This design comes from an exercise in tuning for small area on the open sky130 flow, not from production work. Function was checked by simulation only, so behaviour that the tests miss may differ from the original. No driver is modelled on the clock port, so clocking that relies on it looks cheaper here than on a real chip. No activity file was given, so power comes from the tool's default toggle rates.

Setup of JK:
==> module dp, before the edit <==
module dp(
    input clk, input [2:0] ph, input [3:0] stp, input [2:0] cls, input clr, input [7:0] dm,
    input P, input pc_out, input [2:0] op,
    input as, input [1:0] k, input [2:0] dsrc, input sload, input pcw, input zcmp, input zld,
    input ald, input region,
    output reg [2:0] S, output wbit, output pcnew,
    output [8:0] RAM_address, output [7:0] RAM_data_in
);
    localparam [2:0] CE = 3'd3, CJ = 3'd1;
    localparam [2:0] OADD = 3'd0, OSUB = 3'd2, OAND = 3'd4, OOR = 3'd5,
                     OSLT = 3'd3, OXOR = 3'd6, OSHL = 3'd1, OSHR = 3'd7;
    reg [8:0] A;              
    reg [7:0] D;
    reg       C;
    wire p0 = (ph == 3'd0);
    wire p7 = (ph == 3'd7);
    wire dp = dm[ph];
    wire subm = (op == OSUB) || (op == OSLT);
    wire bb   = D[0] ^ subm;
    wire acin = p0 ? subm : C;
    wire asum = P ^ bb ^ acin;
    wire acout = (P & bb) | (acin & (P | bb));
    reg  ares;
    always @* begin
        case (op)
            OADD, OSUB: ares = asum;
            OAND: ares = P & D[0];
            OOR:  ares = P | D[0];
            OXOR: ares = P ^ D[0];
            OSLT: ares = 1'b0;
            default: ares = P;
        endcase
    end
    wire [2:0] kk = {stp[3], stp[1:0]};
    wire kact = (kk <= S);
    wire shl  = region & (op == OSHL) & kact;
    wire shr  = region & (op == OSHR) & kact;
    wire sltf = region & (op == OSLT) & (kk == 3'd1);
    wire kb   = (p0 & k[0]) | ((ph == 3'd1) & k[1]);
    wire pb   = as ? kb : ((cls == CE) & ~S[2]) ? dp : (ph == 3'd2);
    wire pcin = p0 ? 1'b0 : C;
    wire psum = pc_out ^ pb ^ pcin;
    wire pcout = (pc_out & pb) | (pcin & (pc_out | pb));
    assign pcnew = (cls == CJ) ? dp : psum;
    reg Din;
    always @* begin
        case (dsrc)
            3'd1: Din = P;
            3'd2: Din = dp;
            3'd3: Din = ares;
            default: begin
                if (shl) Din = p0 ? 1'b0 : C;
                else if (sltf) Din = p0 ? ~C : C;
                else if (shr) Din = p7 ? 1'b0 : D[1];
                else Din = D[0];
            end
        endcase
    end
    assign wbit = D[0] & ~clr;
    always @(posedge clk) begin
        if (as) begin
            A  <= {1'b0, psum, A[7:1]};
        end else if (ald) begin
            A[7:0] <= {D[0], A[7:1]};
            if (p0) A[8] <= dm[0];
        end
        D <= {Din, D[7:1]};
        if (sload && ph != 3'd0 && ph < 3'd4) S <= {D[7], S[2:1]};
        else if (zcmp) S[2] <= (p0 ? 1'b0 : S[2]) | ares;
        if (as || pcw) C <= pcout;
        else if (dsrc == 3'd3) C <= acout;
        else C <= D[0];
    end
    assign RAM_address = A;
    assign RAM_data_in = D;
endmodule
==> flow/config.mk <==
export PLATFORM = sky130hd
export DESIGN_NAME = top
export DESIGN_NICKNAME = top
export VERILOG_FILES = /design/flow/design.v
export SDC_FILE = /design/flow/constraint.sdc
export NUM_CORES = 4
export LEC_CHECK = 0
export ABC_AREA = 1
export CAP_MARGIN = 20
export CORE_MARGIN = 2
export CORE_UTILIZATION = 55
export GPL_TIMING_DRIVEN = 0
export PLACE_DENSITY = 0.85
export SLEW_MARGIN = 20
==> flow/constraint.sdc <==
create_clock -name core_clock -period 5.0 [get_ports {clk}]
set_input_delay 1.0000 -clock core_clock [delete_from_list [all_inputs] [get_ports {clk}]]
set_output_delay 1.0000 -clock core_clock [all_outputs]
set_load 0.01 [all_outputs]
standard.sh (not shown) runs the stock make flow with config.mk's settings and CLKGATE_MAP_FILE= SYNTH_SCRIPT=/design/flow/synth_recipe.tcl, a recipe that flattens the netlist after the stock synthesis.
==> flow/flow/run.sh <==
#!/bin/bash
# The standard layout (standard.sh) with these changes:
#  - synthesis maps the logic with the area-oriented ABC script in
#    flow/abc_area.script and without the full-adder extraction (same
#    Yosys passes otherwise, same registers and names);
#  - each port gets the smallest buffer (buf_1);
#  - the clock tree is built from clkbuf_8 without dummy loads, and right
#    after it is built each clock buffer is swapped for the smallest clock
#    buffer that keeps every flip-flop clock pin's slew under a margin
#    (flow/clkbuf_downsize.tcl).
# The ORFS logs of every step stay under orfs/logs; make's output goes to
# standard.log here.
set -e
rm -rf scripts_area
cp -r "$FLOW_HOME/scripts" scripts_area
cp flow/abc_area.script scripts_area/abc_area.script
cp flow/clkbuf_downsize.tcl scripts_area/clkbuf_downsize.tcl
sed -i 's|^log_cmd clock_tree_synthesis {\*}\$cts_args$|&\nsource $::env(SCRIPTS_DIR)/clkbuf_downsize.tcl|' scripts_area/cts.tcl
grep -q clkbuf_downsize scripts_area/cts.tcl
export SCRIPTS_DIR="$PWD/scripts_area"
export ADDER_MAP_FILE=
export BUFFER_PORTS_ARGS="-buffer_cell sky130_fd_sc_hd__buf_1"
export CTS_ARGS="-sink_clustering_enable -repair_clock_nets -dont_use_dummy_load -buf_list sky130_fd_sc_hd__clkbuf_8"
bash standard.sh > standard.log 2>&1
Other scripts of this flow, unchanged in this note and not shown: flow/flow/abc_area.script, flow/flow/clkbuf_downsize.tcl
JK closes out successfully: all stages finished, all timing, DRC and antenna checks passed.
For MS, these inputs were changed with respect to JK:
-- flow/design.v --
<<< JK, line 223
        end
        D <= {Din, D[7:1]};
        if (sload && ph != 3'd0 && ph < 3'd4) S <= {D[7], S[2:1]};
        else if (zcmp) S[2] <= (p0 ? 1'b0 : S[2]) | ares;
        if (as || pcw) C <= pcout;
>>> MS, line 223
        end
        D <= {Din, D[7:1]};
        if (sload && ph < 3'd3) S <= {Din, S[2:1]};
        else if (zcmp) S[2] <= (p0 ? 1'b0 : S[2]) | ares;
        if (as || pcw) C <= pcout;
==> results.txt <==
- MS finished all stages; the layout is clean.
- Utilization JK -> MS: up
- Between JK and MS, peak fanout along the critical path is lower for MS, JK comes in above that.
- MS against JK: post-synthesis cell area level; clock insertion delay at the later pin of the skew report level; mean post-synth cell area moved down.
- Status: clock skew parity (JK, MS)
- Design area (MS vs. JK) increases slightly
- Taking JK as the reference, in MS final wirelength decreased 0.87%; compound-gate portion of the synthesized area increased 0.78 points; fmax up about 0.53%; final-layout worst hold slack held; cell count after synthesis went up 7.
- Clock network area share delta for MS relative to JK: 0.26 points lower
- MS gives less simple logic cell fraction of the synthesized area than JK did.


top, a different RTL version from the one above (not shown whole).
Size: roughly 470 cells after synthesis, about 170 flip-flops, roughly 28 I/O pins, about 0.0050 sq mm of cells after synthesis.
==> module top, before the edit <==
module top(
    input clk,
    input rst,
    output [8:0] RAM_address,
    output [7:0] RAM_data_in,
    input  [7:0] RAM_data_out,
    output RAM_rw
);
    localparam [2:0] CA = 3'd0;   
    localparam [2:0] CJ = 3'd1;   
    localparam [2:0] CE = 3'd3;   
    localparam [2:0] CI = 3'd2;   
    localparam [2:0] CL = 3'd4;   
    localparam [2:0] CS = 3'd6;   
    localparam [2:0] OADD = 3'd0, OSUB = 3'd1, OAND = 3'd2, OOR = 3'd3,
                     OSLT = 3'd4, OXOR = 3'd5, OSHL = 3'd6, OSHR = 3'd7;
    wire [2:0] ph;
    wire [3:0] stp;
    wire clr, cur;
    wire [2:0] cls;
    wire as, sload, we, pcw, zcmp, zld, ald, opx, opf, rw, last, region;
    wire [1:0] k, fsel;
    wire [2:0] dsrc;
    wire g;
    ctl u_ctl(.clk(clk), .rst(rst), .dm(RAM_data_out), .ph(ph), .stp(stp), .clr(clr), .cur(cur),
              .cls(cls), .as(as), .k(k), .fsel(fsel), .dsrc(dsrc), .sload(sload), .we(we), .pcw(pcw),
              .zcmp(zcmp), .zld(zld), .ald(ald), .opx(opx), .opf(opf), .rw(rw), .region(region), .g(g));
    wire [2:0] S;
    reg  [2:0] f;
    always @* begin
        case (fsel)
            2'd0: f = RAM_data_out[2:0];
            2'd1: f = RAM_data_out[7:5];
            2'd2: f = RAM_data_out[5:3];
            default: f = S;
        endcase
    end
    wire P, wbit;
    rf u_rf(.clk(clk), .f(f), .we(we), .clr(clr), .wbit(wbit), .P(P));
    wire pc_out, pcnew;
    wire [2:0] op;
    pcop u_pcop(.clk(clk), .cur(cur), .clr(clr), .ph(ph), .pcw(pcw), .pcnew(pcnew), .pc_out(pc_out),
                .dm(RAM_data_out), .opx(opx), .opf(opf), .op(op));
    dp u_dp(.clk(clk), .ph(ph), .stp(stp), .cls(cls), .clr(clr), .dm(RAM_data_out), .P(P), .pc_out(pc_out),
            .op(op), .as(as), .k(k), .dsrc(dsrc), .sload(sload), .pcw(pcw), .zcmp(zcmp), .zld(zld),
            .ald(ald), .region(region), .S(S), .wbit(wbit), .pcnew(pcnew),
            .RAM_address(RAM_address), .RAM_data_in(RAM_data_in));
    assign RAM_rw = rw & (ph == 3'd0) & ~clr;
endmodule
==> module pcop, before the edit <==
module pcop(input clk, input cur, input clr, input [2:0] ph, input pcw, input pcnew, output pc_out,
            input [7:0] dm, input opx, input opf, output [2:0] op);
    localparam [2:0] OADD = 3'd0, OSUB = 3'd1, OAND = 3'd2, OOR = 3'd3,
                     OSLT = 3'd4, OXOR = 3'd5, OSHL = 3'd6, OSHR = 3'd7;
    reg [7:0] PC0, PC1;
    reg [2:0] OP0, OP1;
    assign pc_out = cur ? PC1[0] : PC0[0];
    assign op = cur ? OP1 : OP0;
    reg [2:0] fop;
    reg       fok;
    always @* begin
        fok = 1'b1;
        case (dm[5:0])
            6'd32: fop = OADD;
            6'd34: fop = OSUB;
            6'd36: fop = OAND;
            6'd37: fop = OOR;
            6'd38: fop = OXOR;
            6'd42: fop = OSLT;
            6'd4:  fop = OSHL;
            6'd7:  fop = OSHR;
            default: begin fop = OADD; fok = 1'b0; end
        endcase
    end
    wire opw  = opx | (opf & (ph == 3'd0) & fok);
    wire [2:0] opn = opx ? OXOR : fop;
    always @(posedge clk) begin
        PC0 <= {clr ? 1'b0 : (pcw && !cur) ? pcnew : PC0[0], PC0[7:1]};
        PC1 <= {clr ? (ph == 3'd2) : (pcw && cur) ? pcnew : PC1[0], PC1[7:1]};
        if (clr) begin
            OP0 <= OADD;
            OP1 <= OADD;
        end else if (opw) begin
            if (cur) OP1 <= opn; else OP0 <= opn;
        end
    end
endmodule
==> module dp, before the edit <==
module dp(
    input clk, input [2:0] ph, input [3:0] stp, input [2:0] cls, input clr, input [7:0] dm,
    input P, input pc_out, input [2:0] op,
    input as, input [1:0] k, input [2:0] dsrc, input sload, input pcw, input zcmp, input zld,
    input ald, input region,
    output reg [2:0] S, output wbit, output pcnew,
    output [8:0] RAM_address, output [7:0] RAM_data_in
);
    localparam [2:0] CE = 3'd3, CJ = 3'd1;
    localparam [2:0] OADD = 3'd0, OSUB = 3'd1, OAND = 3'd2, OOR = 3'd3,
                     OSLT = 3'd4, OXOR = 3'd5, OSHL = 3'd6, OSHR = 3'd7;
    reg [8:0] A;              
    reg [7:0] D;
    reg       C, Z;
    wire p0 = (ph == 3'd0);
    wire p7 = (ph == 3'd7);
    wire dp = dm[ph];
    wire subm = (op == OSUB) || (op == OSLT);
    wire bb   = D[0] ^ subm;
    wire acin = p0 ? subm : C;
    wire asum = P ^ bb ^ acin;
    wire acout = (P & bb) | (acin & (P | bb));
    reg  ares;
    always @* begin
        case (op)
            OADD, OSUB: ares = asum;
            OAND: ares = P & D[0];
            OOR:  ares = P | D[0];
            OXOR: ares = P ^ D[0];
            OSLT: ares = 1'b0;
            default: ares = P;
        endcase
    end
    wire [2:0] kk = {stp[3], stp[1:0]};
    wire kact = (kk <= S);
    wire shl  = region & (op == OSHL) & kact;
    wire shr  = region & (op == OSHR) & kact;
    wire sltf = region & (op == OSLT) & (kk == 3'd1);
    wire kb   = (p0 & k[0]) | ((ph == 3'd1) & k[1]);
    wire pb   = as ? kb : ((cls == CE) & ~Z) ? dp : (ph == 3'd2);
    wire pcin = p0 ? 1'b0 : C;
    wire psum = pc_out ^ pb ^ pcin;
    wire pcout = (pc_out & pb) | (pcin & (pc_out | pb));
    assign pcnew = (cls == CJ) ? dp : psum;
    reg Din;
    always @* begin
        case (dsrc)
            3'd1: Din = P;
            3'd2: Din = dp;
            3'd3: Din = ares;
            default: begin
                if (shl) Din = p0 ? 1'b0 : C;
                else if (sltf) Din = p0 ? ~C : C;
                else if (shr) Din = p7 ? 1'b0 : D[1];
                else Din = D[0];
            end
        endcase
    end
    assign wbit = D[0] & ~clr;
    always @(posedge clk) begin
        if (as) begin
            A  <= {1'b0, psum, A[7:1]};
        end else if (ald) begin
            A[7:0] <= {D[0], A[7:1]};
            if (p0) A[8] <= dm[0];
        end
        D <= {Din, D[7:1]};
        if (sload && ph < 3'd3) S <= {Din, S[2:1]};
        if (as || pcw) C <= pcout;
        else if (dsrc == 3'd3) C <= acout;
        else C <= D[0];
        if (zcmp) Z <= (p0 ? 1'b0 : Z) | ares;
        else if (zld && p0) Z <= dm[0];
    end
    assign RAM_address = A;
    assign RAM_data_in = D;
endmodule
==> flow/config.mk <==
export PLATFORM = sky130hd
export DESIGN_NAME = top
export DESIGN_NICKNAME = top
export VERILOG_FILES = /design/flow/design.v
export SDC_FILE = /design/flow/constraint.sdc
export NUM_CORES = 4
export LEC_CHECK = 0
export ABC_AREA = 1
export CAP_MARGIN = 20
export CORE_MARGIN = 2
export CORE_UTILIZATION = 60
export SLEW_MARGIN = 20
==> flow/constraint.sdc <==
create_clock -name core_clock -period 5.0 [get_ports {clk}]
set_input_delay 1.0000 -clock core_clock [delete_from_list [all_inputs] [get_ports {clk}]]
set_output_delay 1.0000 -clock core_clock [all_outputs]
set_load 0.01 [all_outputs]
==> flow/flow/abc_area.script <==
strash
ifraig
scorr
dc2
strash
dch -f
amap
==> flow/flow/clkbuf_downsize.tcl <==
proc clkds_worst_slew {} {
  set worst 0
  foreach pin [get_pins -hierarchical */CLK] {
    set s [get_property $pin slew_max]
    if { $s > $worst } { set worst $s }
  }
  return $worst
}
proc clkds_net_slew { net } {
  set worst 0
  foreach it [$net getITerms] {
    if { [[$it getMTerm] getName] == "CLK" } {
      set s [get_property [get_pins [$it getName]] slew_max]
      if { $s > $worst } { set worst $s }
    }
  }
  return $worst
}
set clkds_lim 0.105
estimate_parasitics -placement
set clkds_start [clkds_worst_slew]
puts "clkbuf_downsize: worst flip-flop clock slew before: $clkds_start"
foreach clkds_inst [[ord::get_db_block] getInsts] {
  set clkds_master [[$clkds_inst getMaster] getName]
  if { ![string match sky130_fd_sc_hd__clkbuf_* $clkds_master] } { continue }
  set clkds_name [$clkds_inst getName]
  set clkds_net [[$clkds_inst findITerm X] getNet]
  set clkds_leaf 0
  foreach clkds_it [$clkds_net getITerms] {
    if { [[$clkds_it getMTerm] getName] == "CLK" } { set clkds_leaf 1 }
  }
  if { $clkds_leaf } {
    set clkds_cands {sky130_fd_sc_hd__clkbuf_4}
  } else {
    set clkds_cands {sky130_fd_sc_hd__clkbuf_2 sky130_fd_sc_hd__clkbuf_4}
  }
  foreach clkds_cand $clkds_cands {
    if { $clkds_cand == $clkds_master } { break }
    replace_cell [get_cells $clkds_name] $clkds_cand
    estimate_parasitics -placement
    set clkds_ok 1
    if { $clkds_leaf && [clkds_net_slew $clkds_net] > $clkds_lim } { set clkds_ok 0 }
    if { [clkds_worst_slew] > [expr { max($clkds_lim, $clkds_start) }] } { set clkds_ok 0 }
    if { $clkds_ok } {
      puts "clkbuf_downsize: $clkds_name $clkds_master -> $clkds_cand"
      break
    }
    replace_cell [get_cells $clkds_name] $clkds_master
    estimate_parasitics -placement
  }
}
puts "clkbuf_downsize: worst flip-flop clock slew after: [clkds_worst_slew]"
Scripts as last shown in full above: flow/flow/run.sh
Next try:
--- a/flow/design.v
+++ b/flow/design.v
@@ -13,8 +13,8 @@
     localparam [2:0] CI = 3'd2;   
     localparam [2:0] CL = 3'd4;   
     localparam [2:0] CS = 3'd6;   
-    localparam [2:0] OADD = 3'd0, OSUB = 3'd1, OAND = 3'd2, OOR = 3'd3,
-                     OSLT = 3'd4, OXOR = 3'd5, OSHL = 3'd6, OSHR = 3'd7;
+    localparam [2:0] OADD = 3'd0, OSUB = 3'd2, OAND = 3'd4, OOR = 3'd5,
+                     OSLT = 3'd3, OXOR = 3'd6, OSHL = 3'd1, OSHR = 3'd7;
     wire [2:0] ph;
     wire [3:0] stp;
     wire clr, cur;
@@ -130,28 +130,17 @@
 endmodule
 module pcop(input clk, input cur, input clr, input [2:0] ph, input pcw, input pcnew, output pc_out,
             input [7:0] dm, input opx, input opf, output [2:0] op);
-    localparam [2:0] OADD = 3'd0, OSUB = 3'd1, OAND = 3'd2, OOR = 3'd3,
-                     OSLT = 3'd4, OXOR = 3'd5, OSHL = 3'd6, OSHR = 3'd7;
+    localparam [2:0] OADD = 3'd0, OSUB = 3'd2, OAND = 3'd4, OOR = 3'd5,
+                     OSLT = 3'd3, OXOR = 3'd6, OSHL = 3'd1, OSHR = 3'd7;
     reg [7:0] PC0, PC1;
     reg [2:0] OP0, OP1;
     assign pc_out = cur ? PC1[0] : PC0[0];
     assign op = cur ? OP1 : OP0;
-    reg [2:0] fop;
-    reg       fok;
-    always @* begin
-        fok = 1'b1;
-        case (dm[5:0])
-            6'd32: fop = OADD;
-            6'd34: fop = OSUB;
-            6'd36: fop = OAND;
-            6'd37: fop = OOR;
-            6'd38: fop = OXOR;
-            6'd42: fop = OSLT;
-            6'd4:  fop = OSHL;
-            6'd7:  fop = OSHR;
-            default: begin fop = OADD; fok = 1'b0; end
-        endcase
-    end
+    wire [5:0] fn = dm[5:0];
+    wire [2:0] fop = fn[5] ? {fn[2], fn[1], fn[0] | fn[3]} : {fn[1], fn[1], 1'b1};
+    wire fok = ~fn[4] & (fn[5] ? ((~fn[3] & ~fn[2] & ~fn[0]) | (~fn[3] & fn[2] & ~(fn[1] & fn[0])) |
+                                  (fn[3] & ~fn[2] & fn[1] & ~fn[0]))
+                               : (~fn[3] & fn[2] & ~(fn[1] ^ fn[0])));
     wire opw  = opx | (opf & (ph == 3'd0) & fok);
     wire [2:0] opn = opx ? OXOR : fop;
     always @(posedge clk) begin
@@ -174,8 +163,8 @@
     output [8:0] RAM_address, output [7:0] RAM_data_in
 );
     localparam [2:0] CE = 3'd3, CJ = 3'd1;
-    localparam [2:0] OADD = 3'd0, OSUB = 3'd1, OAND = 3'd2, OOR = 3'd3,
-                     OSLT = 3'd4, OXOR = 3'd5, OSHL = 3'd6, OSHR = 3'd7;
+    localparam [2:0] OADD = 3'd0, OSUB = 3'd2, OAND = 3'd4, OOR = 3'd5,
+                     OSLT = 3'd3, OXOR = 3'd6, OSHL = 3'd1, OSHR = 3'd7;
     reg [8:0] A;              
     reg [7:0] D;
     reg       C, Z;
Outcome: The changed run completed with no timing, DRC or antenna violations. Sequential cell count does not change. Wire length rises by about 13%. Power came out lower by about 1%. Register-to-register slack improves by 0.02 ns. Die area drops by about 0.5%. Synthesized area fell by about 0.55%. Clock skew goes down by 0.0072 ns. Final area stays flat. Worst setup slack is better by 0.016 ns. Hold slack hardly moves. First-iteration DRC count decreases by about 7%. Core utilization grows by 0.14 points. Final cell count went up by 0.64%. Sequential share of layout area grows by 0.19 points.

[separate check: timing with driven ports]
Ports are ideal in the flow. The routed layouts listed here were re-timed in OpenROAD. Step 1 sets driving cells, clkbuf_16 on the clock port and buf_2 on the other inputs (assumed; they add their load-dependent delay and slew). Step 2 also shifts input and output timing later by t, the mid clock arrival at the registers, as if the neighbouring blocks saw the same clock. Three values: no drivers, after step 1, after step 2; two values: the first two.
run	shift t [ns]	slack for setup (ns)	cell pins on the clock port's net
JK	0.549	0.288 / 0.288 / 0.288	1
MS	0.536	0.313 / 0.313 / 0.313	1
the first run of note 2	0.436	0.392 / 0.392 / 0.392	1
the second run of note 2	0.538	0.407 / 0.407 / 0.407	1
After both steps setup and hold are still met in every run listed.
